This is an optimization exercise on Yosys and OpenROAD, whose aim is small area, a short achievable clock period and few clock cycles, not a production implementation.
Where RTL was checked, it was by simulation tests only, not by an equivalence proof against the original.
Function not checked in runs 1 to 3: the RTL went through the layout flow alone.

**design.v**
```verilog
`timescale 1ns / 1ps
module line_drawer (
    input             clk,
    input             rst_,
    input      [51:0] in_op,
    input             in_rts,
    output            in_rtr,
    output            v_valid,
    output     [16:0] v_addr,
    output     [7:0]  v_mask,
    output     [11:0] v_col,
    input             v_take,
    output            busy
);
    localparam S_DIFF = 2'd1, S_ORDER = 2'd2, S_DRAW = 2'd3;
    reg        rdy;             
    reg [1:0]  state;
    reg [9:0]  x1, x2;
    reg [7:0]  y1, y2;
    reg [11:0] col;
    reg        xgt, xlt, ygt, ylt;
    reg        xmaj, mdec;
    reg [7:0]  cnt, m;          
    reg signed [8:0] d;
    reg signed [8:0] err;
    reg        newgrp;          
    assign in_rtr = rdy;
    reg        gval, gclosed;
    reg [16:0] gaddr;
    reg [7:0]  gmask;
    reg [11:0] gcol;
    wire drawing = !rdy && (state == S_DRAW);
    wire last    = (cnt == 8'd0);
    wire [7:0] pbit = 8'd1 << x1[2:0];
    wire load_new = !gval || (gclosed && v_take);
    wire pix_ok  = drawing && (load_new || (gval && !gclosed && !newgrp));
    wire [16:0] paddr = {1'b0, y1, 8'b0} - {5'b0, y1, 4'b0} + {9'b0, x1[9:3], 1'b0} + {10'b0, x1[9:3]};
    assign v_valid = gval && gclosed;
    assign v_addr  = gaddr;
    assign v_mask  = gmask;
    assign v_col   = gcol;
    assign busy    = !rdy || gval;
    wire [9:0] ddx = x2 - x1;
    wire [9:0] ndx = x1 - x2;
    wire [7:0] ddy = y2 - y1;
    wire [7:0] ndy = y1 - y2;
    wire       dxge = (cnt >= m);
    wire       swp  = dxge ? xgt : ygt;
    always @(posedge clk or negedge rst_) begin
        if (!rst_) begin
            rdy   <= 1'b1;
            state <= S_DIFF;
        end else begin
            if (rdy) begin
                if (in_rts) begin
                    rdy   <= 1'b0;
                    state <= S_DIFF;
                end
            end else begin
                case (state)
                    S_DIFF:  state <= S_ORDER;
                    S_ORDER: state <= S_DRAW;
                    default: if (pix_ok && last) rdy <= 1'b1;
                endcase
            end
        end
    end
    always @(posedge clk) begin
        if (rdy) begin
            if (in_rts) begin
                x1  <= in_op[51:42];
                y1  <= in_op[39:32];
                x2  <= in_op[31:22];
                y2  <= in_op[19:12];
                col <= in_op[11:0];
            end
        end else begin
            case (state)
                S_DIFF: begin
                    xgt <= (x1 > x2);
                    xlt <= (x1 < x2);
                    ygt <= (y1 > y2);
                    ylt <= (y1 < y2);
                    cnt <= (x1 > x2) ? ndx[7:0] : ddx[7:0];
                    m   <= (y1 > y2) ? ndy : ddy;
                end
                S_ORDER: begin
                    xmaj <= dxge;
                    if (swp) begin
                        x1 <= x2;
                        y1 <= y2;
                    end
                    mdec <= dxge ? (swp ? !ygt : !ylt) : (swp ? !xgt : !xlt);
                    if (!dxge) begin
                        cnt <= m;
                        m   <= cnt;
                    end
                    d      <= dxge ? ({1'b0, m} - {1'b0, cnt}) : ({1'b0, cnt} - {1'b0, m});
                    err    <= dxge ? ({1'b0, m} - {1'b0, cnt}) : ({1'b0, cnt} - {1'b0, m});
                    newgrp <= 1'b1;
                end
                default: if (pix_ok && !last) begin
                    cnt <= cnt - 8'd1;
                    if (xmaj) begin
                        x1 <= x1 + 10'd1;
                        if (!err[8]) y1 <= mdec ? y1 - 8'd1 : y1 + 8'd1;
                    end else begin
                        y1 <= y1 + 8'd1;
                        if (!err[8]) x1 <= mdec ? x1 - 10'd1 : x1 + 10'd1;
                    end
                    err    <= err + (err[8] ? {1'b0, m} : d);
                    newgrp <= !xmaj || !err[8] || (x1[2:0] == 3'd7);
                end
            endcase
        end
    end
    always @(posedge clk or negedge rst_) begin
        if (!rst_) begin
            gval    <= 1'b0;
            gclosed <= 1'b0;
        end else begin
            if (pix_ok) begin
                gval    <= 1'b1;
                gclosed <= last;
            end else if (drawing && gval && !gclosed) begin
                gclosed <= 1'b1;             
            end else if (v_take) begin
                gval    <= 1'b0;
                gclosed <= 1'b0;
            end
        end
    end
    always @(posedge clk) begin
        if (pix_ok) begin
            gcol <= col;
            if (load_new) begin
                gaddr <= paddr;
                gmask <= pbit;
            end else begin
                gmask <= gmask | pbit;
            end
        end
    end
endmodule
`timescale 1ns / 1ps
module circle_drawer (
    input             clk,
    input             rst_,
    input      [41:0] in_op,
    input             in_rts,
    output            in_rtr,
    output            v_valid,
    output     [16:0] v_addr,
    output     [7:0]  v_mask,
    output     [11:0] v_col,
    input             v_take,
    output            busy
);
    reg        rdy;             
    reg        drawing;         
    reg [9:0]  x0;
    reg [8:0]  y0;
    reg [6:0]  r;
    reg [11:0] col;
    reg [2:0]  oct;
    reg [6:0]  cx, cy;          
    reg signed [8:0] t;
    reg [9:0]  px;
    reg [8:0]  py;
    reg        newgrp;
    assign in_rtr = rdy;
    reg        gval, gclosed;
    reg [16:0] gaddr;
    reg [7:0]  gmask;
    reg [11:0] gcol;
    wire draw_px = !rdy && drawing;
    wire lastpx  = (cx == cy);
    wire last    = lastpx && (oct == 3'd7);
    wire [7:0] pbit = 8'd1 << px[2:0];
    wire load_new = !gval || (gclosed && v_take);
    wire pix_ok  = draw_px && (load_new || (gval && !gclosed && !newgrp));
    wire [16:0] paddr = {py, 8'b0} - {4'b0, py, 4'b0} + {9'b0, px[9:3], 1'b0} + {10'b0, px[9:3]};
    assign v_valid = gval && gclosed;
    assign v_addr  = gaddr;
    assign v_mask  = gmask;
    assign v_col   = gcol;
    assign busy    = !rdy || gval;
    wire       sx_p = (oct == 3'd0) || (oct == 3'd7);
    wire       sx_m = (oct == 3'd3) || (oct == 3'd4);
    wire       sy_p = (oct == 3'd1) || (oct == 3'd2);
    wire       sy_m = (oct == 3'd5) || (oct == 3'd6);
    wire [9:0] rx   = (sx_p || sx_m) ? {3'b0, r} : 10'd0;
    wire [8:0] ry   = (sy_p || sy_m) ? {2'b0, r} : 9'd0;
    wire xdec = !t[8];
    wire mv_x  = xdec ? (oct == 3'd0 || oct == 3'd3 || oct == 3'd4 || oct == 3'd7)
                      : (oct == 3'd1 || oct == 3'd2 || oct == 3'd5 || oct == 3'd6);
    wire mv_dn = xdec ? (oct == 3'd0 || oct == 3'd1 || oct == 3'd2 || oct == 3'd7)
                      : (oct == 3'd2 || oct == 3'd4 || oct == 3'd5 || oct == 3'd7);
    always @(posedge clk or negedge rst_) begin
        if (!rst_) begin
            rdy     <= 1'b1;
            drawing <= 1'b0;
            oct     <= 3'd0;
        end else begin
            if (rdy) begin
                if (in_rts) begin
                    rdy     <= 1'b0;
                    drawing <= 1'b0;
                    oct     <= 3'd0;
                end
            end else if (!drawing) begin
                drawing <= 1'b1;
            end else if (pix_ok && lastpx) begin
                drawing <= 1'b0;
                oct     <= oct + 3'd1;
                if (oct == 3'd7) rdy <= 1'b1;
            end
        end
    end
    always @(posedge clk) begin
        if (rdy) begin
            if (in_rts) begin
                x0  <= in_op[41:32];
                y0  <= in_op[30:22];
                r   <= in_op[18:12];
                col <= in_op[11:0];
            end
        end else if (!drawing) begin
            cx <= r;
            cy <= 7'd0;
            t  <= 9'd1 - {2'b0, r};
            px <= sx_m ? x0 - rx : x0 + rx;
            py <= sy_m ? y0 - ry : y0 + ry;
            newgrp <= 1'b1;
        end else if (pix_ok && !lastpx) begin
            if (xdec) begin
                cx <= cx - 7'd1;
                t  <= t + 9'd2 - {1'b0, cx, 1'b0};
            end else begin
                cy <= cy + 7'd1;
                t  <= t + {1'b0, cy, 1'b0} + 9'd3;
            end
            if (mv_x) px <= mv_dn ? px - 10'd1 : px + 10'd1;
            else      py <= mv_dn ? py - 9'd1 : py + 9'd1;
            newgrp <= !mv_x || (mv_dn ? (px[2:0] == 3'd0) : (px[2:0] == 3'd7));
        end
    end
    always @(posedge clk or negedge rst_) begin
        if (!rst_) begin
            gval    <= 1'b0;
            gclosed <= 1'b0;
        end else begin
            if (pix_ok) begin
                gval    <= 1'b1;
                gclosed <= last;
            end else if (draw_px && gval && !gclosed) begin
                gclosed <= 1'b1;
            end else if (v_take) begin
                gval    <= 1'b0;
                gclosed <= 1'b0;
            end
        end
    end
    always @(posedge clk) begin
        if (pix_ok) begin
            gcol <= col;
            if (load_new) begin
                gaddr <= paddr;
                gmask <= pbit;
            end else begin
                gmask <= gmask | pbit;
            end
        end
    end
endmodule
`timescale 1ns / 1ps
module read_modify_write_engine (
    input             clk,
    input             rst_,
    input             l_valid,
    input      [16:0] l_addr,
    input      [7:0]  l_mask,
    input      [11:0] l_col,
    output            l_take,
    input             c_valid,
    input      [16:0] c_addr,
    input      [7:0]  c_mask,
    input      [11:0] c_col,
    output            c_take,
    output reg [16:0] mem_addr,
    output reg [3:0]  mem_wben,
    output reg [31:0] mem_wdata,
    input      [31:0] mem_rdata,
    output            busy
);
    reg        vval;         
    reg [2:0]  ph;           
    reg        vrd;          
    reg [7:0]  vmask;
    reg [11:0] vcol;
    reg        prio_c;
    wire free   = !vval || (ph == 3'd5);
    wire pick_c = c_valid && (prio_c || !l_valid);
    assign c_take = free && pick_c;
    assign l_take = free && l_valid && !pick_c;
    wire take   = free && (l_valid || c_valid);
    wire [7:0]  smask = pick_c ? c_mask : l_mask;
    wire [11:0] scol  = pick_c ? c_col  : l_col;
    wire [16:0] sB    = pick_c ? c_addr : l_addr;
    wire        spart = (smask[0] ^ smask[1]) | (smask[2] ^ smask[3])
                      | (smask[4] ^ smask[5]) | (smask[6] ^ smask[7]);
    wire [3:0] wnib = (ph == 3'd2) ? vcol[11:8] : (ph == 3'd3) ? vcol[7:4] : vcol[3:0];
    function [3:0] bytes_of;
        input [7:0] m;
        bytes_of = {m[7] | m[6], m[5] | m[4], m[3] | m[2], m[1] | m[0]};
    endfunction
    function [31:0] merge;
        input [31:0] old;
        input [7:0]  m;
        input [3:0]  n;
        integer i;
        begin
            for (i = 0; i < 8; i = i + 1)
                merge[4*i +: 4] = m[i] ? n : old[4*i +: 4];
        end
    endfunction
    assign busy = vval;
    always @(posedge clk or negedge rst_) begin
        if (!rst_) begin
            vval     <= 1'b0;
            ph       <= 3'd0;
            prio_c   <= 1'b0;
            mem_wben <= 4'b0;
        end else begin
            if (take) begin
                vval     <= 1'b1;
                ph       <= spart ? 3'd0 : 3'd3;
                prio_c   <= !pick_c;
                mem_wben <= spart ? 4'b0 : bytes_of(smask);
            end else if (free) begin
                vval     <= 1'b0;
                mem_wben <= 4'b0;
            end else begin
                ph       <= ph + 3'd1;
                mem_wben <= (ph >= 3'd2) ? bytes_of(vmask) : 4'b0;
            end
        end
    end
    always @(posedge clk) begin
        if (take) begin
            vrd       <= spart;
            vmask     <= smask;
            vcol      <= scol;
            mem_addr  <= sB;
            mem_wdata <= {8{scol[11:8]}};
        end else if (!free) begin
            mem_addr  <= (ph == 3'd2) ? mem_addr - 17'd2 : mem_addr + 17'd1;
            if (vrd)
                mem_wdata <= merge(mem_rdata, vmask, wnib);
            else
                mem_wdata <= {8{wnib}};
        end
    end
endmodule
`timescale 1ns / 1ps
module draw_subsystem(
    input               clk,
    input               rst_,
    input  [51:0]       line_op,
    input               line_rts,
    output              line_rtr,
    input  [41:0]       circle_op,
    input               circle_rts,
    output              circle_rtr,
    output [16:0]       mem_addr,
    output [3:0]        mem_wben,
    output [31:0]       mem_wdata,
    input  [31:0]       mem_rdata,
    output              idle
    );
    wire        l_valid, l_take, l_busy;
    wire [16:0] l_addr;
    wire [7:0]  l_mask;
    wire [11:0] l_col;
    wire        c_valid, c_take, c_busy;
    wire [16:0] c_addr;
    wire [7:0]  c_mask;
    wire [11:0] c_col;
    wire        m_busy;
    reg idle_q;
    assign idle = idle_q;
    always @(posedge clk or negedge rst_) begin
        if (!rst_)
            idle_q <= 1'b1;
        else
            idle_q <= !l_busy && !c_busy && !m_busy
                   && !(line_rts && line_rtr) && !(circle_rts && circle_rtr);
    end
    line_drawer ld (
        .clk(clk), .rst_(rst_),
        .in_op(line_op), .in_rts(line_rts), .in_rtr(line_rtr),
        .v_valid(l_valid), .v_addr(l_addr), .v_mask(l_mask), .v_col(l_col),
        .v_take(l_take), .busy(l_busy)
    );
    circle_drawer cd (
        .clk(clk), .rst_(rst_),
        .in_op(circle_op), .in_rts(circle_rts), .in_rtr(circle_rtr),
        .v_valid(c_valid), .v_addr(c_addr), .v_mask(c_mask), .v_col(c_col),
        .v_take(c_take), .busy(c_busy)
    );
    read_modify_write_engine rmw (
        .clk(clk), .rst_(rst_),
        .l_valid(l_valid), .l_addr(l_addr), .l_mask(l_mask), .l_col(l_col), .l_take(l_take),
        .c_valid(c_valid), .c_addr(c_addr), .c_mask(c_mask), .c_col(c_col), .c_take(c_take),
        .mem_addr(mem_addr), .mem_wben(mem_wben), .mem_wdata(mem_wdata), .mem_rdata(mem_rdata),
        .busy(m_busy)
    );
endmodule
```
**run.sh**
```bash
#!/bin/bash
# synth_recipe.tcl (not shown) runs the flow's synth.tcl, then flattens the netlist and writes it again
# the make line also repeats each setting of config.mk as NAME=value (left out here)
make -C /OpenROAD-flow-scripts/flow DESIGN_CONFIG=/design/flow/config.mk WORK_HOME=/design/flow/orfs CLKGATE_MAP_FILE= SYNTH_SCRIPT=/design/flow/synth_recipe.tcl finish
```
**config.mk**
```make
export PLATFORM = sky130hd
export DESIGN_NAME = draw_subsystem
export DESIGN_NICKNAME = draw_subsystem
export VERILOG_FILES = /design/flow/design.v
export SDC_FILE = /design/flow/constraint.sdc
export NUM_CORES = 4
export LEC_CHECK = 0
export CAP_MARGIN = 20
export CORE_MARGIN = 2
export CORE_UTILIZATION = 40
export SLEW_MARGIN = 20
```
**constraint.sdc**
```tcl
create_clock -name core_clock -period 10.0 [get_ports {clk}]
set_input_delay 2.0000 -clock core_clock [delete_from_list [all_inputs] [get_ports {clk}]]
set_output_delay 2.0000 -clock core_clock [all_outputs]
set_load 0.01 [all_outputs]
```
==> results of run 1 <==
[synth_stat cells (all sizes together), types with 21 or more instances]
| cell | count | area share, % |
|---|---|---|
| buf | 27 | 0.58 |
| o21ai | 111 | 2.6 |
| a21oi | 162 | 3.8 |
| ha | 203 | 12 |
| nand2 | 160 | 2.8 |
| fa | 21 | 1.9 |
| mux2 | 45 | 2.3 |
| nor2b | 25 | 0.72 |
| xnor2 | 102 | 4.1 |
| xor2 | 50 | 2.0 |
| mux2i | 84 | 3.9 |
| nor3 | 26 | 0.60 |
| nand2b | 28 | 0.81 |
| nor2 | 115 | 2.0 |
| edfxtp | 314 | 43 |
| clkbuf | 51 | 0.88 |
| a21o | 39 | 1.3 |
| inv | 183 | 3.2 |
| nand3 | 28 | 0.65 |
[worst paths after layout]
kind | start | endpoint | slack (ps) | cells after the start
max | ld.rdy | line_rtr | 5870 | 2
max reg2reg | cd.oct[1] | cd.px[9] | 5930 | 18
min reg2reg | cd.col[8] | cd.gcol[8] | 410 | 0
max in group asynchronous | rst_ | idle_q | 7840 | 2
min in group asynchronous | rst_ | cd.drawing | 1840 | 2
min | cd.col[8] | cd.gcol[8] | 410 | 0
[critical path: stages (launching register included)]
cell and delay [ps]:
dfstp_2 510, buf_4 390, clkdlybuf4s50_1 630
[layer usage]
layer	wire length (um)	GRT usage, %	up-vias
li1	-	-	7579
met1	24300	25.3	7421
met2	25500	31.7	376
met3	2530	3.04	90
met4	1410	5.98	0
met5	0	0	-
[final cells by class]
type,instances,area [sq um]
fill,4840,28200
multi-input combinational,1427,10700
sequential,336,9980
timing repair buffer,193,1900
clock buffer,48,1070
tap,696,871
inverter,183,688
clock inverter,24,251
antenna,1,2.50
[sequential cells by signal (all words and copies together), names as in the netlist, 10 cells and up]
signal,count
cd.x0,10
cd.gcol,12
ld.gaddr,17
ld.x2,10
cd.col,12
rmw.mem_wdata,32
cd.px,10
rmw.mem_addr,17
ld.x1,10
cd.gaddr,17
ld.gcol,12
rmw.vcol,12
ld.col,12
[cell families after synthesis]
kind of cell             share of synthesized area, %
AND/OR/NAND/NOR                                  10.2
adder cells (fa/ha/maj)                          13.6
flip-flops                                       46.0
XOR/XNOR                                         6.13
buffers and inverters                            4.62
AO/OA/AOI/OAI                                    13.2
multiplexers                                     6.21
[placed cells by master, fill, tap and decap left out, drive strengths merged, types with 84 or more instances in the layout]
cell,instances
clkdlybuf4s50,177
mux2i,84
edfxtp,314
inv,184
ha,203
o21ai,111
a21oi,162
xnor2,102
nand2,160
nor2,115
[per-stage QoR]
stage	worst slack [ps]	instance area (sq um)	std cells
final	5870	25500	2908
after global routing	5610	25500	2908
after CTS	5830	25500	2906
after detailed placement	5970	24200	2834
after global placement	5990	24200	2834
after floorplan	6140	21700	2024
==> flow_summary_export.csv, run 1 <==
group,metric,value,unit
clock_network,clockBufferDepth,3,
clock_network,cts_inserted_buffers,40,
worst_setup_path,worstPathMaxFanout,37,
placed_design,io_buffers,177,
worst_setup_path,crit_type,"register to output pin",
worst_setup_path,cp-end-kind,"output pin",
timing,relSlewSlack,42.0,%
clock_network,cts_num_sinks,336,
placed_design,globalplace.congestion,0.873,
timing,slew_viol_final,0,
clock_network,clkSlewWorstSetupHoldPaths,60,ps
timing,worstMarginPinSlew,868,ps
clock_network,post_cts_buffers,0,
hold_path,hp-class,"register to register",
global_routing,grt_antenna_before_repair,1,
synth,synthCells,2024,
floorplanning,ioPinCount,186,
timing,setup_viol,0,
route,remaining_drc_errors,0,
clock_network,cts_hold_buf,0,
timing,worst_clock_skew,39.5,ps
timing,rsz0062_at_grt,"no",
synth,ys_seq_area_share,46.0,%
global_routing,grt_pass1_wl,84100,um
route,antenna_violating_nets_post_route,0,
synth,syn-cell-area,0.0217,sq mm
global_routing,grtUsageTotal,19.0,%
route,num_vias,15500,
timing,layout_min_cycle_time,4130,ps
timing,hold_slack,415,ps
layout,fin_nets,2535,
layout,post-route-util,47.5,%
synth,yosys_warnings,4,
floorplanning,start_util,40.4,%
synth,synth_cell_types,83,
floorplanning,rows,85,
outcome,outcome,"timing/DRC/antenna clean",
synth,syn_nets,2378,
synth,synthFlopType,"edfxtp_1",
floorplanning,die_width,237,um
layout,syn_to_final_growth,17.5,%
floorplanning,core,0.0537,sq mm
timing,finalCritPeriodShare,41.3,%
floorplanning,chipHeight,237,um
synth,synth_edf_count,314,
timing,fmax,0.242,GHz
global_routing,grt_pass1_vias,15300,
clock_network,clkLatencyLatePin,580,ps
layout,drive_gt1_share,7.46,%
clock_network,cts_root_buffer,"clkbuf_16",
route,first_iter_violations,1063,
timing,setup_tns,0,ps
placed_design,hpwl,40400,um
run,maxCapViolCount,0,
global_routing,grt_start_max_net_pins,70,
synth,async_flop_share,6.55,%
route,vias_per_cell,5.32,
floorplanning,die_area,0.0562,sq mm
worst_setup_path,required,8000,ps
clock_network,cts_resized,0,
clock_network,htree_levels,2,
clock_network,cts_tree,"built",
route,dr.pass1.iters,5,
timing,hold_violations,0,
route,drt-total-wl,53800,um
worst_setup_path,cp-start-kind,"register",
route,post_drt_wl_per_cell,18.5,um
global_routing,grt_overflow,0,
synth,synth_seq_cells,336,
worst_setup_path,worstPathArrival,2130,ps
synth,syn_area_per_cell,10.7,sq um
==> run 2, diff against run 1 <==
--- a/design.v
+++ b/design.v
@@ -14,11 +14,12 @@
 );
     localparam S_DIFF = 2'd1, S_ORDER = 2'd2, S_DRAW = 2'd3;
     reg        rdy;             
+    reg        fin;             
     reg [1:0]  state;
     reg [9:0]  x1, x2;
     reg [7:0]  y1, y2;
     reg [11:0] col;
-    reg        xgt, xlt, ygt, ylt;
+    reg        xgt, ygt;
     reg        xmaj, mdec;
     reg [7:0]  cnt, m;          
     reg signed [8:0] d;
@@ -28,8 +29,7 @@
     reg        gval, gclosed;
     reg [16:0] gaddr;
     reg [7:0]  gmask;
-    reg [11:0] gcol;
-    wire drawing = !rdy && (state == S_DRAW);
+    wire drawing = !rdy && !fin && (state == S_DRAW);
     wire last    = (cnt == 8'd0);
     wire [7:0] pbit = 8'd1 << x1[2:0];
     wire load_new = !gval || (gclosed && v_take);
@@ -38,7 +38,7 @@
     assign v_valid = gval && gclosed;
     assign v_addr  = gaddr;
     assign v_mask  = gmask;
-    assign v_col   = gcol;
+    assign v_col   = col;        
     assign busy    = !rdy || gval;
     wire [9:0] ddx = x2 - x1;
     wire [9:0] ndx = x1 - x2;
@@ -49,9 +49,15 @@
     always @(posedge clk or negedge rst_) begin
         if (!rst_) begin
             rdy   <= 1'b1;
+            fin   <= 1'b0;
             state <= S_DIFF;
         end else begin
-            if (rdy) begin
+            if (fin) begin
+                if (v_take) begin
+                    fin <= 1'b0;
+                    rdy <= 1'b1;
+                end
+            end else if (rdy) begin
                 if (in_rts) begin
                     rdy   <= 1'b0;
                     state <= S_DIFF;
@@ -60,7 +66,7 @@
                 case (state)
                     S_DIFF:  state <= S_ORDER;
                     S_ORDER: state <= S_DRAW;
-                    default: if (pix_ok && last) rdy <= 1'b1;
+                    default: if (pix_ok && last) fin <= 1'b1;
                 endcase
             end
         end
@@ -78,9 +84,7 @@
             case (state)
                 S_DIFF: begin
                     xgt <= (x1 > x2);
-                    xlt <= (x1 < x2);
                     ygt <= (y1 > y2);
-                    ylt <= (y1 < y2);
                     cnt <= (x1 > x2) ? ndx[7:0] : ddx[7:0];
                     m   <= (y1 > y2) ? ndy : ddy;
                 end
@@ -90,7 +94,7 @@
                         x1 <= x2;
                         y1 <= y2;
                     end
-                    mdec <= dxge ? (swp ? !ygt : !ylt) : (swp ? !xgt : !xlt);
+                    mdec <= swp ^ (dxge ? ygt : xgt);
                     if (!dxge) begin
                         cnt <= m;
                         m   <= cnt;
@@ -132,7 +136,6 @@
     end
     always @(posedge clk) begin
         if (pix_ok) begin
-            gcol <= col;
             if (load_new) begin
                 gaddr <= paddr;
                 gmask <= pbit;
@@ -157,6 +160,7 @@
     output            busy
 );
     reg        rdy;             
+    reg        fin;             
     reg        drawing;         
     reg [9:0]  x0;
     reg [8:0]  y0;
@@ -172,8 +176,7 @@
     reg        gval, gclosed;
     reg [16:0] gaddr;
     reg [7:0]  gmask;
-    reg [11:0] gcol;
-    wire draw_px = !rdy && drawing;
+    wire draw_px = !rdy && !fin && drawing;
     wire lastpx  = (cx == cy);
     wire last    = lastpx && (oct == 3'd7);
     wire [7:0] pbit = 8'd1 << px[2:0];
@@ -183,7 +186,7 @@
     assign v_valid = gval && gclosed;
     assign v_addr  = gaddr;
     assign v_mask  = gmask;
-    assign v_col   = gcol;
+    assign v_col   = col;        
     assign busy    = !rdy || gval;
     wire       sx_p = (oct == 3'd0) || (oct == 3'd7);
     wire       sx_m = (oct == 3'd3) || (oct == 3'd4);
@@ -199,10 +202,16 @@
     always @(posedge clk or negedge rst_) begin
         if (!rst_) begin
             rdy     <= 1'b1;
+            fin     <= 1'b0;
             drawing <= 1'b0;
             oct     <= 3'd0;
         end else begin
-            if (rdy) begin
+            if (fin) begin
+                if (v_take) begin
+                    fin <= 1'b0;
+                    rdy <= 1'b1;
+                end
+            end else if (rdy) begin
                 if (in_rts) begin
                     rdy     <= 1'b0;
                     drawing <= 1'b0;
@@ -213,7 +222,7 @@
             end else if (pix_ok && lastpx) begin
                 drawing <= 1'b0;
                 oct     <= oct + 3'd1;
-                if (oct == 3'd7) rdy <= 1'b1;
+                if (oct == 3'd7) fin <= 1'b1;
             end
         end
     end
@@ -263,7 +272,6 @@
     end
     always @(posedge clk) begin
         if (pix_ok) begin
-            gcol <= col;
             if (load_new) begin
                 gaddr <= paddr;
                 gmask <= pbit;
@@ -299,7 +307,7 @@
     reg [7:0]  vmask;
     reg [11:0] vcol;
     reg        prio_c;
-    wire free   = !vval || (ph == 3'd5);
+    reg        free;         
     wire pick_c = c_valid && (prio_c || !l_valid);
     assign c_take = free && pick_c;
     assign l_take = free && l_valid && !pick_c;
@@ -328,10 +336,12 @@
     always @(posedge clk or negedge rst_) begin
         if (!rst_) begin
             vval     <= 1'b0;
+            free     <= 1'b1;
             ph       <= 3'd0;
             prio_c   <= 1'b0;
             mem_wben <= 4'b0;
         end else begin
+            free <= !take && (!vval || ph == 3'd4 || ph == 3'd5);
             if (take) begin
                 vval     <= 1'b1;
                 ph       <= spart ? 3'd0 : 3'd3;
==> flow/run.sh (new file) <==
#!/bin/bash
# The standard layout (standard.sh) with two repair settings changed:
#  - the port buffers are sky130_fd_sc_hd__buf_4 (buffer_ports picks
#    clkdlybuf4s50_1 by default, a slow delay cell);
set -euo pipefail
sed "s|CLKGATE_MAP_FILE= |CLKGATE_MAP_FILE= SETUP_SLACK_MARGIN=7 'BUFFER_PORTS_ARGS=-buffer_cell sky130_fd_sc_hd__buf_4' |" standard.sh > standard_tuned.sh
bash standard_tuned.sh > flow.log 2>&1
==> standard.sh (new file) <==
#!/bin/bash
# synth_recipe.tcl (not shown) runs the flow's synth.tcl, then flattens the netlist and writes it again
# the make line also repeats each setting of config.mk as NAME=value (left out here)
make -C /OpenROAD-flow-scripts/flow DESIGN_CONFIG=/design/flow/config.mk WORK_HOME=/design/flow/orfs CLKGATE_MAP_FILE= SYNTH_SCRIPT=/design/flow/synth_recipe.tcl "${@:-finish}"
removed: run.sh
==> run 2 against run 1 <==
  * Register-to-register slack improved by 920 ps
  * Largest cell class unchanged
  * Via count rose by 1.1%
  * Non-clock buffer count rose by 95
  * Wire length barely moved
  * Hold slack improved by 49 ps
  * Die area fell by 3.5%
  * Flip-flop and latch count fell by 23
  * Maximum frequency rose by 24%
  * Critical endpoint unchanged
  * Still clean on timing, DRC and antenna
  * Utilization rose by 3.4 points
  * Design area rose by 2.7%
  * Sequential share of layout area fell by 3.7 points
==> flow_summary_export.csv, run 2 <==
group,metric,value,unit
clock_network,clkSlewWorstSetupHoldPaths,60,ps
outcome,outcome,"timing/DRC/antenna clean",
synth,synth_top_family_by_area,"adder cells",
layout,diodes,0,
worst_setup_path,cp-end-kind,"output pin",
hold_path,hp-class,"register to register",
timing,worst_clock_skew,29.3,ps
layout,fin_nets,2599,
clock_network,cts_tree,"built",
synth,synthMuxAreaShare,6.91,%
route,num_vias,15600,
placed_design,hpwl,37500,um
worst_setup_path,cp-start-kind,"register",
clock_network,cts_num_sinks,313,
global_routing,grt_start_max_net_pins,76,
global_routing,grtUsageTotal,19.6,%
synth,syn_area_per_cell,10.5,sq um
layout,drive_gt1_share,24.0,%
clock_network,clkLatencyLatePin,590,ps
synth,synth_seq_cells,313,
timing,finalCritPeriodShare,33.2,%
clock_network,cts_hold_buf,0,
layout,multi_input_area,0.0116,sq mm
hold_path,worstHoldStart,"rmw.vval",
floorplanning,rows,83,
timing,setup_viol,0,
run,maxCapViolCount,0,
worst_setup_path,reg2regPathDepth,17,
layout,fill_cells,4613,
timing,setup_slack,6680,ps
layout,post-route-util,50.8,%
floorplanning,core,0.0515,sq mm
synth,synthAdderAreaFrac,14.2,%
floorplanning,ioPinCount,186,
synth,synthXorXnorAreaFrac,6.48,%
synth,yosysMostFrequentCell,"edfxtp_1",
route,dr.pass1.iters,6,
synth,syn_nets,2341,
floorplanning,die_area,0.0542,sq mm
synth,yosys_warnings,4,
synth,synth.top_cell.area_share,41.3,%
layout,syn_to_final_growth,25.1,%
floorplanning,chipHeight,233,um
timing,slew_viol_final,0,
route,antenna_violating_nets_post_route,0,
route,routed.top_layer,"met4",
hold_path,holdPathEnd,"rmw.free",
timing,relSlewSlack,51.9,%
placed_design,dp_slack,6300,ps
route,wl_met1,23400,um
clock_network,htree_levels,2,
worst_setup_path,r2r_end,"cd.px[9]",
route,drt-total-wl,53800,um
worst_setup_path,worstPathMaxFanout,2,
clock_network,cts_root_buffer,"clkbuf_16",
route,wl_met2,26500,um
placed_design,globalplace.congestion,0.865,
route,post_drt_wl_per_cell,18.2,um
worst_setup_path,regToRegSetupSlack,6850,ps
worst_setup_path,required,8000,ps
synth,synth.top_cells.by_count,"288 x edfxtp_1, 204 x ha_1, 167 x inv_1, 154 x nand2_1, 145 x a21oi_1",
global_routing,grt_overflow,0,
clock_network,clockBufferDepth,3,
route,vias_per_cell,5.29,
timing,rsz0062_at_grt,"yes",
synth,synth_compound_area_share,12.8,%
global_routing,grt_pass1_vias,15700,
synth,synth_top_cell_by_area,"edfxtp_1",
timing,layout_min_cycle_time,3320,ps
global_routing,grt_antenna_before_repair,0,
synth,ys_seq_area_share,44.3,%
timing,worstMarginPinSlew,716,ps
synth,synth_cell_types,72,
synth,syn-cell-area,0.0209,sq mm
route,first_iter_violations,808,
worst_setup_path,crit_type,"register to output pin",
layout,regMostFlops,"rmw.mem_wdata",
worst_setup_path,reg2reg_from,"cd.oct[1]",
synth,yosys.area_share.simple,10.8,%
synth,synthTopCellsByArea,"edfxtp_1 41%, ha_1 12%, mux2i_1 4.6%",
worst_setup_path,worstPathArrival,1320,ps
floorplanning,die_width,233,um
floorplanning,start_util,40.7,%
layout,mostFrequentLayoutCells,"288 x edfxtp_1, 215 x buf_4, 178 x ha_1",
layout,regArea,0.00929,sq mm
hold_path,min_path_cells,1,
route,wl_met3,2160,um
layout,final_common_cell,"edfxtp_1",
synth,synthCells,1986,
timing,fmax,0.301,GHz
synth,synth_edf_count,288,
timing,hold_violations,0,
global_routing,grt_pass1_wl,83800,um
layout,largest_reg_flops,32,
synth,synthFlopType,"edfxtp_1",
synth,async_flop_share,7.99,%
clock_network,cts_inserted_buffers,40,
timing,setup_tns,0,ps
placed_design,io_buffers,177,
route,remaining_drc_errors,0,
==> run 2: cell types whose count changed after synthesis, moves of 13 or more <==
cell / previous run / this run
o21ai_0: 85 / 99
edfxtp_1: 314 / 288
mux2i_1: 84 / 97
a21oi_1: 158 / 145
o21ai_1: 23 / 5
nor2_1: 114 / 128
==> run 2: logic make-up after synthesis <==
kind of cell,count (synthesis)
compound gates,432
xor+xnor,155
fa+ha+maj,225
buf+inv,241
flops,313
mux,139
simple gates,481
==> run 2: worst max-delay path by stage <==
stage | from | endpoint
after global routing | ld.rdy | line_rtr
after global placement | line_rts | ld.x1[0]
after detailed placement | line_rts | ld.x1[2]
after CTS | ld.rdy | line_rtr
after floorplan | line_rts | ld.x1[0]
final | ld.rdy | line_rtr
==> run 2: final cells by class <==
cell class	instances	area share [%]
flip-flops and latches	313	35.5
repair buffers	288	9.49
clock buffers	48	4.09
well taps	680	3.25
inverters	167	2.43
clock inverters	26	1.07
multi-input cells	1434	44.2
==> run 2: critical path, stage by stage (launching register included) <==
cell,delay (ps)
dfstp_2,550
buf_12,100
buf_6,90
==> run 2: per-layer routing <==
layer	GRT usage (%)	up-vias
met4	6.55	0
met1	24.8	7505
li1	-	7686
met3	2.98	98
met2	34.0	341
met5	0	-
==> run 2: stage by stage <==
stage               instances  hold slack [ps]  area (sq um)
floorplan                1986              396         21100
global placement         2781              464         23000
detailed placement       2781              469         23000
CTS                      2925              480         25500
global route             2956              499         26200
finish                   2956              464         26200
==> run 2: timing repair <==
action,4_1_cts,5_1_grt
pin swaps,43,43
buffers inserted,67,31
resized for setup,132,110
gates cloned,3,0
setup endpoints to repair,154,170
hold endpoints to repair,0,0
==> run 3, diff against run 2 <==
==> flow/run.sh (replaced) <==
#!/bin/bash
# The standard layout (standard.sh) with two repair settings changed:
#  - the port buffers are sky130_fd_sc_hd__buf_4 (buffer_ports picks
#    clkdlybuf4s50_1 by default, a slow delay cell);
set -euo pipefail
sed "s|CLKGATE_MAP_FILE= |CLKGATE_MAP_FILE= SETUP_SLACK_MARGIN=6 'BUFFER_PORTS_ARGS=-buffer_cell sky130_fd_sc_hd__buf_4' |" standard.sh > standard_tuned.sh
bash standard_tuned.sh > flow.log 2>&1
==> run 3 against run 2 <==
  * Still clean on timing, DRC and antenna
  * Sequential share of layout area rose by 2.8 points
  * Via count fell by 3.9%
  * Non-clock buffer count fell by 99
  * Design area fell by 7.4%
  * First-iteration DRC count rose by 6.3%
  * Critical endpoint is now cd.py[6]
  * Highest routed layer unchanged
==> flow_summary_export.csv, run 3 <==
group,metric,value,unit
worst_setup_path,worstPathArrival,4050,ps
route,dr.pass1.iters,7,
synth,synth_top_cell_by_area,"edfxtp_1",
synth,syn_nets,2341,
outcome,outcome,"timing/DRC/antenna clean",
worst_setup_path,crit_type,"register to register",
layout,syn_to_final_growth,15.9,%
timing,slew_viol_final,0,
floorplanning,rows,83,
route,antenna_violating_nets_post_route,0,
synth,synth_seq_cells,313,
floorplanning,ioPinCount,186,
route,vias_per_cell,5.27,
floorplanning,die_area,0.0542,sq mm
floorplanning,chipHeight,233,um
synth,synth_cell_types,72,
layout,fill_cells,4823,
global_routing,grt_start_max_net_pins,76,
synth,synthFlopType,"edfxtp_1",
placed_design,hpwl,38100,um
synth,synth_edf_count,288,
route,remaining_drc_errors,0,
clock_network,cts_hold_buf,0,
clock_network,clkLatencyLatePin,580,ps
layout,regMostFlops,"rmw.mem_wdata",
route,first_iter_violations,859,
placed_design,dp.cells,2781,
placed_design,placed_cell_area,0.0229,sq mm
timing,relSlewSlack,28.3,%
synth,yosysMostFrequentCell,"edfxtp_1",
global_routing,grt_antenna_before_repair,0,
layout,largest_reg_flops,32,
synth,synthTopCellsByArea,"edfxtp_1 41%, ha_1 12%, mux2i_1 4.6%",
synth,ys_seq_area_share,44.3,%
clock_network,htree_levels,2,
clock_network,clockBufferDepth,3,
floorplanning,core,0.0515,sq mm
hold_path,hp-class,"register to register",
global_routing,grt_pass1_wl,81400,um
layout,drive_gt1_share,14.8,%
layout,final_common_cell,"edfxtp_1",
worst_setup_path,cp-end-kind,"register",
layout,diodes,0,
global_routing,grt_pass1_vias,15100,
timing,rsz0062_at_grt,"no",
placed_design,globalplace.congestion,0.875,
synth,syn-cell-area,0.0209,sq mm
timing,worst_clock_skew,17.4,ps
layout,fin_cells,2851,
floorplanning,die_width,233,um
timing,setup_viol,0,
worst_setup_path,worstPathMaxFanout,11,
layout,post-route-util,47.1,%
global_routing,grt_overflow,0,
timing,layout_min_cycle_time,3770,ps
route,drt-total-wl,51000,um
clock_network,clkSlewWorstSetupHoldPaths,60,ps
timing,fmax,0.265,GHz
worst_setup_path,required,10280,ps
synth,yosys_warnings,4,
timing,hold_violations,0,
route,post_drt_wl_per_cell,17.9,um
timing,setup_tns,0,ps
layout,fin_nets,2496,
timing,worstMarginPinSlew,1080,ps
placed_design,io_buffers,177,
synth,synth.top_cells.by_count,"288 x edfxtp_1, 204 x ha_1, 167 x inv_1, 154 x nand2_1, 145 x a21oi_1",
synth,syn_area_per_cell,10.5,sq um
clock_network,cts_root_buffer,"clkbuf_16",
clock_network,cts_num_sinks,313,
clock_network,cts_inserted_buffers,38,
synth,synthCells,1986,
synth,synth.top_cell.area_share,41.3,%
clock_network,cts_tree,"built",
timing,finalCritPeriodShare,37.7,%
worst_setup_path,cp-start-kind,"register",
global_routing,grtUsageTotal,18.9,%
synth,async_flop_share,7.99,%
layout,final_cell_area,0.0243,sq mm
layout,mostFrequentLayoutCells,"288 x edfxtp_1, 203 x ha_1, 189 x buf_4",
floorplanning,start_util,40.7,%
route,num_vias,15000,
run,maxCapViolCount,0,
run 3: cell counts after synthesis:
Identical to the previous run, type by type.
run 3: per-layer routing:
layer  GRT usage (%)  vias up  part of all wire, %
met5               0        -                    0
li1                -     7471                    -
met1            24.5     7175                   45
met4            5.77        0                  2.5
met2            32.9      308                   49
met3            2.40       74                  3.9
run 3: cells by family after synthesis:
| family | after synthesis | synth area share (%) |
|---|---|---|
| AO/OA/AOI/OAI | 432 | 12.8 |
| adder cells (fa/ha/maj) | 225 | 14.2 |
| AND/OR/NAND/NOR | 481 | 10.8 |
| flip-flops | 313 | 44.3 |
| XOR/XNOR | 155 | 6.48 |
| multiplexers | 139 | 6.91 |
| buffers and inverters | 241 | 4.46 |
run 3: worst max-delay path, cell delays in order, from the launching register on:
cell and delay (ps):
dfrtp_1 400, inv_1 100, ha_1 240, or2_2 410, nand2_1 130, ha_1 290, inv_1 80, a211oi_1 240
a21oi_1 110, ha_1 330, a21oi_1 190, nor2b_1 80, nor3_1 160, nor2_1 110, or3_1 330, a21oi_1 210
a21oi_1 70
run 3: final timing paths:
check	from	end	slack [ps]	cells after the start
max in group asynchronous	rst_	cd.rdy	8340	1
worst min-delay path	rmw.vval	rmw.free	470	1
worst min register to register	rmw.vval	rmw.free	470	1
worst max register to register	cd.oct[0]	cd.py[6]	6230	16
min in group asynchronous	rst_	rmw.mem_wben[2]	1340	1
worst max-delay path	cd.oct[0]	cd.py[6]	6230	16
run 3: through the flow:
| stage | setup slack (ps) | hold WS (ps) |
|---|---|---|
| floorplan | 6060 | 396 |
| global placement | 5730 | 463 |
| detailed placement | 5700 | 470 |
| CTS | 6230 | 481 |
| global route | 6020 | 522 |
| finish | 6230 | 472 |
run 3: final cells by class:
class                      count  area, sq um  share of cell area (%)
multi-input combinational   1432        10800                    44.3
timing repair buffer         189         1420                    5.85
clock inverter                24          318                    1.31
sequential                   313         9280                    38.3
inverter                     167          627                    2.58
clock buffer                  46         1010                    4.17
tap                          680          851                    3.51
run 3: what timing repair did:
item                                    CTS  global route
endpoints found under the setup margin    0             1
gates resized for setup                   0             1
setup buffers                             0             0
==> run 4, diff against run 3 <==
--- a/design.v
+++ b/design.v
@@ -168,6 +168,8 @@
     reg [11:0] col;
     reg [2:0]  oct;
     reg [6:0]  cx, cy;          
+    reg [6:0]  k;               
+    reg        skip;            
     reg signed [8:0] t;
     reg [9:0]  px;
     reg [8:0]  py;
@@ -176,8 +178,8 @@
     reg        gval, gclosed;
     reg [16:0] gaddr;
     reg [7:0]  gmask;
-    wire draw_px = !rdy && !fin && drawing;
-    wire lastpx  = (cx == cy);
+    wire draw_px = !rdy && !fin && drawing && !skip;
+    wire lastpx  = (k == 7'd0) || (swap && k == 7'd1);
     wire last    = lastpx && (oct == 3'd7);
     wire [7:0] pbit = 8'd1 << px[2:0];
     wire load_new = !gval || (gclosed && v_take);
@@ -188,17 +190,16 @@
     assign v_mask  = gmask;
     assign v_col   = col;        
     assign busy    = !rdy || gval;
-    wire       sx_p = (oct == 3'd0) || (oct == 3'd7);
-    wire       sx_m = (oct == 3'd3) || (oct == 3'd4);
-    wire       sy_p = (oct == 3'd1) || (oct == 3'd2);
-    wire       sy_m = (oct == 3'd5) || (oct == 3'd6);
-    wire [9:0] rx   = (sx_p || sx_m) ? {3'b0, r} : 10'd0;
-    wire [8:0] ry   = (sy_p || sy_m) ? {2'b0, r} : 9'd0;
-    wire xdec = !t[8];
-    wire mv_x  = xdec ? (oct == 3'd0 || oct == 3'd3 || oct == 3'd4 || oct == 3'd7)
-                      : (oct == 3'd1 || oct == 3'd2 || oct == 3'd5 || oct == 3'd6);
-    wire mv_dn = xdec ? (oct == 3'd0 || oct == 3'd1 || oct == 3'd2 || oct == 3'd7)
-                      : (oct == 3'd2 || oct == 3'd4 || oct == 3'd5 || oct == 3'd7);
+    wire       swap = oct[0];
+    wire       sxn  = oct[1];
+    wire       syn  = oct[2];
+    wire [9:0] x0pr = x0 + {3'b0, r};
+    wire [9:0] x0mr = x0 - {3'b0, r};
+    wire [8:0] y0pr = y0 + {2'b0, r};
+    wire [8:0] y0mr = y0 - {2'b0, r};
+    wire xdec  = !t[8];
+    wire mv_x  = xdec ^ swap;
+    wire mv_dn = mv_x ? (xdec ^ sxn) : (xdec ^ syn);
     always @(posedge clk or negedge rst_) begin
         if (!rst_) begin
             rdy     <= 1'b1;
@@ -219,7 +220,7 @@
                 end
             end else if (!drawing) begin
                 drawing <= 1'b1;
-            end else if (pix_ok && lastpx) begin
+            end else if ((pix_ok || skip) && lastpx) begin
                 drawing <= 1'b0;
                 oct     <= oct + 3'd1;
                 if (oct == 3'd7) fin <= 1'b1;
@@ -237,11 +238,15 @@
         end else if (!drawing) begin
             cx <= r;
             cy <= 7'd0;
+            k  <= r;
             t  <= 9'd1 - {2'b0, r};
-            px <= sx_m ? x0 - rx : x0 + rx;
-            py <= sy_m ? y0 - ry : y0 + ry;
+            px <= swap ? x0 : (sxn ? x0mr : x0pr);
+            py <= !swap ? y0 : (syn ? y0mr : y0pr);
             newgrp <= 1'b1;
-        end else if (pix_ok && !lastpx) begin
+            skip   <= !swap && syn;
+        end else if ((pix_ok || skip) && !lastpx) begin
+            skip <= 1'b0;
+            k <= k - 7'd1;
             if (xdec) begin
                 cx <= cx - 7'd1;
                 t  <= t + 9'd2 - {1'b0, cx, 1'b0};
@@ -251,7 +256,7 @@
             end
             if (mv_x) px <= mv_dn ? px - 10'd1 : px + 10'd1;
             else      py <= mv_dn ? py - 9'd1 : py + 9'd1;
-            newgrp <= !mv_x || (mv_dn ? (px[2:0] == 3'd0) : (px[2:0] == 3'd7));
+            newgrp <= skip || !mv_x || (mv_dn ? (px[2:0] == 3'd0) : (px[2:0] == 3'd7));
         end
     end
     always @(posedge clk or negedge rst_) begin
==> flow/run.sh (replaced) <==
#!/bin/bash
# The standard layout (standard.sh) with two repair settings changed:
#  - the port buffers are sky130_fd_sc_hd__buf_4 (buffer_ports picks
#    clkdlybuf4s50_1 by default, a slow delay cell);
set -euo pipefail
sed "s|CLKGATE_MAP_FILE= |CLKGATE_MAP_FILE= SETUP_SLACK_MARGIN=7 'BUFFER_PORTS_ARGS=-buffer_cell sky130_fd_sc_hd__buf_4' |" standard.sh > standard_tuned.sh
bash standard_tuned.sh > flow.log 2>&1
--- a/config.mk
+++ b/config.mk
@@ -7,5 +7,7 @@
 export LEC_CHECK = 0
 export CAP_MARGIN = 20
 export CORE_MARGIN = 2
-export CORE_UTILIZATION = 40
+export CORE_UTILIZATION = 65
+export CTS_CLUSTER_DIAMETER = 120
+export CTS_CLUSTER_SIZE = 30
 export SLEW_MARGIN = 20
==> run 4 against run 3 <==
  * Still clean on timing, DRC and antenna
  * Register-to-register slack better by 530 ps
  * Clock skew up 6.9 ps
  * Critical path depth down 15
  * Flip-flop and latch count up 8
  * Design area up 6.4%
  * Utilization up 32 points
  * Die area down 36%
  * Global-route usage up 11 points
  * Sequential share of layout area down 1.3 points
  * Largest cell class unchanged
==> flow_summary_export.csv, run 4 <==
group,metric,value,unit
route,first_iter_violations,1396,
timing,worst_clock_skew,24.2,ps
timing,layout_min_cycle_time,3300,ps
layout,final_cell_area,0.0258,sq mm
worst_setup_path,path_cells,"buf_6",
worst_setup_path,worstPathArrival,1300,ps
clock_network,cts_num_sinks,321,
timing,relSlewSlack,48.2,%
synth,syn_area_per_cell,10.3,sq um
timing,setup_viol,0,
route,antenna_violating_nets_post_route,0,
clock_network,cts_tree,"built",
layout,fin_cells,2807,
synth,synth_cell_types,88,
clock_network,cts_inserted_buffers,14,
synth,ys_seq_area_share,44.0,%
global_routing,grt_antenna_before_repair,0,
placed_design,placed_cell_area,0.0234,sq mm
synth,async_flop_share,7.79,%
timing,setup_tns,0,ps
layout,mostFrequentLayoutCells,"296 x edfxtp_1, 260 x buf_4, 185 x nand2_1",
route,remaining_drc_errors,0,
synth,synth_top_cell_by_area,"edfxtp_1",
global_routing,grt_start_max_net_pins,67,
placed_design,globalplace.congestion,0.877,
placed_design,dp.cells,2652,
run,maxCapViolCount,0,
worst_setup_path,cp-start-kind,"register",
clock_network,clkSlewWorstSetupHoldPaths,120,ps
timing,slew_viol_final,0,
floorplanning,core,0.0326,sq mm
synth,synth.top_cell.area_share,41.1,%
global_routing,grt_pass1_wl,83600,um
timing,hold_violations,0,
synth,syn_nets,2448,
synth,synth_edf_count,296,
route,post_drt_wl_per_cell,19.3,um
synth,synthTopCellsByArea,"edfxtp_1 41%, ha_1 12%, xnor2_1 4.0%",
worst_setup_path,cp_num_buf_inv,1,
worst_setup_path,regToRegSetupSlack,6760,ps
clock_network,clkLatencyLatePin,520,ps
route,num_vias,17000,
synth,synth.top_cells.by_count,"296 x edfxtp_1, 201 x ha_1, 186 x nand2_1, 185 x inv_1, 147 x a21oi_1",
clock_network,htree_levels,1,
layout,final_common_cell,"edfxtp_1",
global_routing,grt_pass1_vias,16400,
placed_design,hpwl,37100,um
clock_network,clockBufferDepth,3,
synth,syn-cell-area,0.0216,sq mm
global_routing,grt_overflow,0,
synth,synth_seq_cells,321,
timing,worstMarginPinSlew,777,ps
route,vias_per_cell,6.07,
global_routing,grt.met2_usage,52.2,%
global_routing,grtUsageTotal,29.4,%
worst_setup_path,critPathSlowestCell,"dfstp_4",
layout,drive_gt1_share,22.2,%
layout,fin_nets,2709,
synth,synthCells,2096,
worst_setup_path,crit_type,"register to output pin",
worst_setup_path,required,8000,ps
hold_path,hp-class,"register to register",
global_routing,top_usage_layer,"met2",
placed_design,io_buffers,177,
route,dr.pass1.iters,5,
global_routing,grtUsageMet3,3.39,%
floorplanning,die_width,186,um
floorplanning,start_util,66.3,%
timing,fmax,0.303,GHz
synth,synthFlopType,"edfxtp_1",
layout,syn_to_final_growth,19.4,%
clock_network,cts_root_buffer,"clkbuf_16",
worst_setup_path,critical_path.top_delay_family,"flip-flops",
worst_setup_path,cp_slowest_stage_delay,670,ps
synth,yosysMostFrequentCell,"edfxtp_1",
timing,finalCritPeriodShare,33.0,%
outcome,outcome,"timing/DRC/antenna clean",
worst_setup_path,worstPathMaxFanout,2,
worst_setup_path,cp-end-kind,"output pin",
timing,rsz0062_at_grt,"yes",
floorplanning,ioPinCount,186,
floorplanning,rows,66,
layout,largest_reg_flops,32,
floorplanning,chipHeight,186,um
synth,yosys_warnings,4,
timing,hold_slack,474,ps
global_routing,use_met1,38.0,%
floorplanning,die_area,0.0347,sq mm
route,drt-total-wl,54200,um
layout,regMostFlops,"rmw.mem_wdata",
layout,diodes,0,
## run 4: kinds of logic after synthesis
logic type	after synthesis	share of synthesized area, %
xor+xnor	143	5.79
buf+inv	268	4.79
mux	110	5.28
simple gates	566	12.6
compound gates	466	13.9
flops	321	44.0
fa+ha+maj	222	13.6
## run 4: path summary, 6_finish.rpt
kind | depth (start not counted) | end | from
hold / removal | 1 | rmw.free | rmw.vval
min in group asynchronous | 1 | rmw.vval | rst_
hold reg to reg | 1 | rmw.free | rmw.vval
setup reg to reg | 12 | cd.py[8] | cd.r[0]
max in group asynchronous | 1 | cd.oct[2] | rst_
setup / recovery | 1 | line_rtr | ld.rdy
## run 4: per-layer routing
layer	wire (um)	vias to the layer above
met5	0	-
met4	1710	0
met3	3590	115
met2	27100	660
met1	21800	8213
li1	-	8056
## run 4: area by class of cell
type                       count  area, sq um
timing repair buffer         324         2740
clock inverter                 1         8.76
inverter                     188          736
fill                        2101         6800
tap                          442          553
multi-input combinational   1508        11800
sequential                   321         9540
clock buffer                  23          415
## run 4: timing repair
item	4_1_cts	5_1_grt
pin swaps	30	57
setup buffers	66	62
cloned	2	0
endpoints found under the setup margin	141	136
gates resized for setup	115	110
hold buffers	0	0
## run 4: metrics by stage
stage | utilization [%] | setup slack [ps]
2_1_floorplan | - | 6890
3_3_place_gp | 71.6 | 6360
3_5_place_dp | 71.6 | 6210
4_1_cts | 76.0 | 6690
5_1_grt | 79.2 | 6680
6_report | 79.2 | 6700
Testbench counts of run 4, summed over its fixed seeds: cycles 95,149.
==> run 5, diff against run 4 <==
--- a/config.mk
+++ b/config.mk
@@ -7,7 +7,5 @@
 export LEC_CHECK = 0
 export CAP_MARGIN = 20
 export CORE_MARGIN = 2
-export CORE_UTILIZATION = 65
-export CTS_CLUSTER_DIAMETER = 120
-export CTS_CLUSTER_SIZE = 30
+export CORE_UTILIZATION = 40
 export SLEW_MARGIN = 20
==> run 5 against run 4 <==
  * Critical path depth is the same
  * Sequential share of layout area shrank 1.2 points
  * Critical endpoint unchanged
  * Die area increased by 61%
==> flow_summary_export.csv, run 5 <==
group,metric,value,unit
worst_setup_path,crit_cells,1,
outcome,outcome,"timing/DRC/antenna clean",
route,antenna_violating_nets_post_route,0,
worst_setup_path,path_cells,"buf_6",
synth,synth_compound_area_share,13.9,%
layout,regMostFlops,"rmw.mem_wdata",
layout,largest_reg_flops,32,
layout,final_common_cell,"edfxtp_1",
layout,regArea,0.00953,sq mm
floorplanning,die_width,237,um
route,remaining_drc_errors,0,
timing,setup_tns,0,ps
floorplanning,chipHeight,237,um
floorplanning,ioPinCount,186,
timing,slew_viol_final,0,
run,maxCapViolCount,0,
timing,layout_min_cycle_time,3300,ps
synth,synth_cell_types,88,
worst_setup_path,cp_num_buf_inv,1,
synth,yosys.area_share.simple,12.6,%
synth,synth.top_cells.by_count,"296 x edfxtp_1, 201 x ha_1, 186 x nand2_1, 185 x inv_1, 147 x a21oi_1",
clock_network,clkLatencyLatePin,580,ps
synth,synthAdderAreaFrac,13.6,%
route,routed.top_layer,"met4",
synth,syn-cell-area,0.0216,sq mm
floorplanning,core,0.0536,sq mm
hold_path,hp-class,"register to register",
route,wl_met3,1630,um
route,vias_per_cell,5.30,
worst_setup_path,required,8000,ps
clock_network,cts_root_buffer,"clkbuf_16",
synth,synthCells,2096,
timing,worstMarginPinSlew,754,ps
global_routing,grt_pass1_vias,16300,
route,dr.pass1.iters,5,
worst_setup_path,critical_path.top_delay_family,"flip-flops",
placed_design,hpwl,40200,um
route,wl_met2,28300,um
global_routing,grt_start_max_net_pins,67,
worst_setup_path,cp-end-kind,"output pin",
layout,mostFrequentLayoutCells,"296 x edfxtp_1, 234 x buf_4, 192 x ha_1",
layout,fill_cells,4874,
timing,rsz0062_at_grt,"yes",
synth,synth_top_cell_by_area,"edfxtp_1",
hold_path,min_path_cells,1,
synth,synth_edf_count,296,
floorplanning,start_util,40.3,%
worst_setup_path,worstPathArrival,1300,ps
timing,finalCritPeriodShare,33.0,%
floorplanning,rows,85,
synth,ys_seq_area_share,44.0,%
worst_setup_path,regToRegSetupSlack,6840,ps
timing,setup_viol,0,
synth,synthMuxAreaShare,5.28,%
layout,syn_to_final_growth,23.5,%
synth,synth_top_family_by_area,"compound AO/OA/AOI/OAI gates",
worst_setup_path,cp-startpoint,"ld.rdy",
global_routing,grtUsageTotal,19.5,%
route,post_drt_wl_per_cell,18.1,um
placed_design,globalplace.congestion,0.896,
global_routing,grt_pass1_wl,87100,um
clock_network,cts_tree,"built",
placed_design,io_buffers,177,
synth,synth.top_cell.area_share,41.1,%
timing,setup_slack,6700,ps
timing,worst_clock_skew,16.3,ps
synth,synthTopCellsByArea,"edfxtp_1 41%, ha_1 12%, xnor2_1 4.0%",
synth,synth_seq_cells,321,
clock_network,cts_num_sinks,321,
clock_network,htree_levels,2,
timing,hold_violations,0,
clock_network,clockBufferDepth,3,
synth,synthFlopType,"edfxtp_1",
worst_setup_path,crit_type,"register to output pin",
worst_setup_path,cp-start-kind,"register",
worst_setup_path,worstPathMaxFanout,2,
layout,fin_nets,2714,
layout,post-route-util,49.8,%
hold_path,worstHoldStart,"rmw.vval",
route,wl_met1,24500,um
route,first_iter_violations,974,
layout,diodes,0,
worst_setup_path,cp_slowest_stage_delay,620,ps
global_routing,grt_overflow,0,
layout,drive_gt1_share,22.4,%
floorplanning,die_area,0.0559,sq mm
worst_setup_path,reg2regPathDepth,11,
synth,syn_area_per_cell,10.3,sq um
layout,multi_input_area,0.0117,sq mm
worst_setup_path,endpoint,"line_rtr",
worst_setup_path,r2r_end,"cd.py[8]",
clock_network,cts_inserted_buffers,39,
timing,relSlewSlack,49.4,%
worst_setup_path,critPathSlowestCell,"dfstp_4",
clock_network,clkSlewWorstSetupHoldPaths,60,ps
route,num_vias,16400,
synth,yosys_warnings,4,
route,drt-total-wl,55900,um
global_routing,grt_antenna_before_repair,0,
timing,fmax,0.303,GHz
synth,yosysMostFrequentCell,"edfxtp_1",
timing,hold_slack,467,ps
synth,synthXorXnorAreaFrac,5.79,%
worst_setup_path,reg2reg_from,"cd.r[0]",
placed_design,dp_slack,6140,ps
synth,syn_nets,2448,
synth,async_flop_share,7.79,%
==> run 5: cell counts after synthesis <==
No cell type changed its count.
==> run 5: cell type report <==
cell class / count / area share (%)
Inverter: 188 / 2.72
Clock inverter: 23 / 0.782
Clock buffer: 49 / 3.91
Sequential cell: 321 / 35.7
Tap cell: 696 / 3.26
Multi-Input combinational cell: 1508 / 43.8
Timing Repair Buffer: 304 / 9.82
==> run 5: routing by layer <==
layer  GRT usage [%]  vias up
li1                -     8108
met1            24.5     7869
met2            35.1      303
met3            2.26       92
met4            5.87        0
met5               0        -
==> run 5: logic make-up (layout without fill, tap and decap cells) <==
logic type	Yosys count	count (layout)
mux	110	111
simple gates	566	566
xor+xnor	143	143
fa+ha+maj	222	222
flops	321	321
buf+inv	268	564
compound gates	466	466
==> run 5: how the worst min path moves through the flow <==
| stage | slack [ps] | endpoint |
|---|---|---|
| floorplan | 400 | idle_q |
| global placement | 440 | rmw.free |
| detailed placement | 460 | rmw.free |
| CTS | 460 | rmw.free |
| global route | 490 | rmw.free |
| finish | 470 | rmw.free |
==> run 5: worst register-to-register path: stages, from the launching register on <==
cell	delay [ps]
edfxtp_1	440
inv_2	120
ha_4	150
nor3b_4	230
nor3b_4	240
nor2_1	80
xnor2_1	240
ha_2	320
or2_4	260
a21oi_4	170
o311a_1	170
or4b_4	460
==> run 5: timing repair <==
item / CTS / global route
hold buffers: 0 / 0
resized for setup: 137 / 76
setup buffers: 59 / 48
gates cloned: 2 / 0
pin swaps: 27 / 26
setup endpoints to repair: 166 / 168
==> run 5: stage by stage <==
step / instance area, sq um / std cells
6_report: 26700 / 3089
5_1_grt: 26700 / 3089
4_1_cts: 26000 / 3041
3_5_place_dp: 23700 / 2908
3_3_place_gp: 23700 / 2906
2_1_floorplan: 21700 / 2096

[afterwards: timing with drivers on the ports]
No port has a modelled driver above. Below, the same layouts with a new extraction and two added sets of constraints. Step 1 assumes that a clkbuf_16 drives the clock port and a buf_2 every other input. Step 2 times the ports against the registers' clock, not the clock port: input delays grow and output delays shrink by t, the midpoint of the rising clock arrivals with the driver on. Three values: ideal, step 1, step 2; two values: the first two.
run | t (ns) | slack for setup (ns) | hold WS [ns] | worst setup path after step 2 | worst data-port slew with drivers (ns)
run 1 | 0.613 | 5.868 / 5.813 / 5.934 | 0.415 / 0.415 / 0.415 | register to register | 0.08
run 2 | 0.628 | 6.678 / 6.620 / 6.550 | 0.464 / 0.464 / 0.464 | input to register | 0.07
run 3 | 0.621 | 6.228 / 6.228 / 5.769 | 0.472 / 0.472 / 0.472 | input to register | 0.07
run 4 | 0.568 | 6.702 / 6.648 / 6.562 | 0.474 / 0.474 / 0.474 | input to register | 0.05
run 5 | 0.624 | 6.705 / 6.649 / 6.787 | 0.467 / 0.467 / 0.467 | input to register | 0.06
After both steps every run listed still meets setup and hold. For run 3, which loses most, drivers alone change the setup slack by 0.000 ns; drivers and shift together by -0.459 ns.
